This is an optimization exercise on Yosys and OpenROAD, whose aim is small area, a short achievable clock period and few clock cycles, not a production implementation.
Power figures rest on the tool's default switching activity, not on a simulated workload.

Setup of delta:
==> flow/design.v <==
`timescale 1ns/1ps
module stream_comp_invoke_top_module_FSM_1
        #(parameter width = 10)(
        input clk, rst,
        input [width - 1 : 0] data_in_fifo,
        input [width - 1 : 0] length_in_fifo,
        input [width - 1 : 0] command_in_fifo,
        input invoke,
        input [1 : 0] next_mode_in,
        output rd_data_in_fifo,
        output rd_length_in_fifo,
        output rd_command_in_fifo,
        output [width - 1 : 0] length,
        output FC,
        output wr_out_fifo1,
        output [width - 1 : 0] result_out);
    reg [3 : 0] len_q;
    reg k1_q, k0_q;
    wire mm = ~k1_q;                  
    wire mx = k0_q;                   
    wire sm = k1_q & k0_q;            
    reg [3 : 0] cnt;
    wire busy = (cnt != 4'd0);
    wire last = (cnt == 4'd1);
    reg [width - 1 : 0] acc;
    wire inv1 = invoke & ~next_mode_in[0] & ~next_mode_in[1];
    wire inv2 = invoke & next_mode_in[0];
    wire inv3 = invoke & next_mode_in[1];
    wire ld1 = invoke & (next_mode_in[0] ~^ next_mode_in[1]);
    assign rd_command_in_fifo = inv1;
    assign rd_length_in_fifo = inv1;
    assign rd_data_in_fifo = (invoke & next_mode_in[0] & ~next_mode_in[1]) | busy;
    assign wr_out_fifo1 = inv3;
    assign FC = (invoke & (~next_mode_in[0] | (len_q == 4'd1))) | last;
    assign result_out = acc;
    assign length = {{(width - 4){1'b0}}, inv1 ? length_in_fifo[3 : 0] : len_q};
    wire cmd_mm = (command_in_fifo[width - 1 : 1] == 0);
    always @(posedge clk)
    begin
        if (ld1)
        begin
            len_q <= length_in_fifo[3 : 0];
            k1_q <= ~cmd_mm;
            k0_q <= cmd_mm ? command_in_fifo[0] : (command_in_fifo == 2);
        end
    end
    always @(posedge clk)
    begin
        if (!rst)
            cnt <= 4'd0;
        else if (inv2 | busy)
            cnt <= (inv2 ? len_q : cnt) - 4'd1;
    end
    wire [width - 1 : 0] opb = sm ? acc : ~acc;
    wire [width - 1 : 0] pg [0 : 4];
    wire [width - 1 : 0] pp [0 : 4];
    wire [width - 1 : 0] hx = data_in_fifo ^ opb;
    assign pg[0] = (data_in_fifo & opb) | {{(width - 1){1'b0}}, hx[0] & ~sm};
    assign pp[0] = hx;
    genvar gl, gi;
    generate
        for (gl = 0; gl < 4; gl = gl + 1)
        begin : lvl
            for (gi = 0; gi < width; gi = gi + 1)
            begin : bt
                if ((gi >> gl) & 1)
                begin : comb
                    assign pg[gl + 1][gi] = pg[gl][gi] | (pp[gl][gi] & pg[gl][((gi >> gl) << gl) - 1]);
                    assign pp[gl + 1][gi] = pp[gl][gi] & pp[gl][((gi >> gl) << gl) - 1];
                end
                else
                begin : pass
                    assign pg[gl + 1][gi] = pg[gl][gi];
                    assign pp[gl + 1][gi] = pp[gl][gi];
                end
            end
        end
    endgenerate
    wire [width : 0] s = {pg[4][width - 1], hx ^ {pg[4][width - 2 : 0], ~sm}};
    wire take_d = inv2 | (mm & (s[width] ~^ mx));
    always @(posedge clk)
    begin
        if (!rst)
            acc <= 0;
        else if (inv2 | busy)
        begin
            if (take_d)
                acc <= data_in_fifo;
            else if (sm)
                acc <= s[width - 1 : 0];
        end
    end
endmodule
clock: 5.0 ns
lec_check: 0
abc_area: 1
cap_margin: 20
core_margin: 2
core_utilization: 40
setup_slack_margin: 2.0
slew_margin: 20
standard.sh (not shown) runs the stock make flow with config.mk's settings and CLKGATE_MAP_FILE= SYNTH_SCRIPT=/design/flow/synth_recipe.tcl, a recipe that flattens the netlist after the stock synthesis.
==> flow/flow/run.sh <==
#!/bin/bash
# The standard layout, with plain buf_1 cells as the port buffers (the
# resizer sizes them up where timing needs it) and one tie cell shared by
# the constant outputs.
set -euo pipefail
export BUFFER_PORTS_ARGS="-buffer_cell sky130_fd_sc_hd__buf_1"
export SKIP_REPAIR_TIE_FANOUT=1
bash standard.sh > standard_flow.log 2>&1
Modified inputs, alpha compared to delta
-- flow/design.v --
<<< delta, line 24
    wire last = (cnt == 4'd1);
    reg [width - 1 : 0] acc;
    wire inv1 = invoke & ~next_mode_in[0] & ~next_mode_in[1];
    wire inv2 = invoke & next_mode_in[0];
>>> alpha, line 24
    wire last = (cnt == 4'd1);
    reg [width - 1 : 0] acc;
    reg valid_q;                      
    wire inv1 = invoke & ~next_mode_in[0] & ~next_mode_in[1];
    wire inv2 = invoke & next_mode_in[0];
<<< delta, line 30
    assign rd_command_in_fifo = inv1;
    assign rd_length_in_fifo = inv1;
    assign rd_data_in_fifo = (invoke & next_mode_in[0] & ~next_mode_in[1]) | busy;
    assign wr_out_fifo1 = inv3;
    assign FC = (invoke & (~next_mode_in[0] | (len_q == 4'd1))) | last;
    assign result_out = acc;
    assign length = {{(width - 4){1'b0}}, inv1 ? length_in_fifo[3 : 0] : len_q};
    wire cmd_mm = (command_in_fifo[width - 1 : 1] == 0);
>>> alpha, line 31
    assign rd_command_in_fifo = inv1;
    assign rd_length_in_fifo = inv1;
    assign rd_data_in_fifo = inv2 | busy;
    assign wr_out_fifo1 = inv3;
    assign FC = (invoke & (~next_mode_in[0] | (len_q == 4'd1))) | last;
    assign result_out = acc & {width{valid_q}};
    assign length = {{(width - 4){1'b0}}, inv1 ? length_in_fifo[3 : 0] : len_q};
    wire cmd_mm = (command_in_fifo[width - 1 : 1] == 0);
<<< delta, line 82
    begin
        if (!rst)
            acc <= 0;
        else if (inv2 | busy)
        begin
            if (take_d)
>>> alpha, line 83
    begin
        if (!rst)
            valid_q <= 1'b0;
        else if (inv2)
            valid_q <= 1'b1;
    end
    always @(posedge clk)
    begin
        if (inv2 | busy)
        begin
            if (take_d)
==> comparison <==
- Per the comparison of alpha with delta, delay contributed by the slowest stage of the critical path now sits lower; clock network power share now sits lower; number of stages on the worst hold path now sits lower; met1 layer wirelength in the final routing now sits lower.
- Per the comparison of alpha with delta, multi-input logic cell count has decreased; post-synthesis share of cell area spent on xor and xnor gates rose 0.50 points; cell area went down by 2.6%.
- alpha ran to completion and came out clean on the timing, DRC and antenna checks.
- Looking at area overhead of the layout relative to synthesis, alpha sits 4.5 points above delta.
- Comparing the two runs side by side, alpha comes out ahead of delta on hold slack.
- Total number of sequential cells | alpha above delta
Function was not checked in any run of this note: the RTL went through the layout flow alone.

[re-timing with driven ports]
In the flow no input, the clock included, has a driving cell. The finished layouts below were timed again as built, in two steps.
Step 1: set_driving_cell puts a clkbuf_16 on clk and a buf_2 on each other input, an assumption about the parent block.
Step 2 times the ports against the registers' clock, not the clock port: input delays grow and output delays shrink by t, the midpoint of the rising clock arrivals with the driver on.
a / b / c = ideal ports / drivers / drivers and shift; a / b = the first two.
| run | shift t [ns] | setup slack, ns | hold slack, ns |
|---|---|---|---|
| delta | 0.295 | 2.104 / 2.082 / 1.994 | 0.556 / 0.556 / 0.556 |
| alpha | 0.280 | 2.051 / 2.029 / 1.966 | 0.612 / 0.612 / 0.612 |
After both steps setup and hold are still met in every run listed. For delta, which loses most, drivers alone change the setup slack by -0.022 ns; drivers and shift together by -0.110 ns.
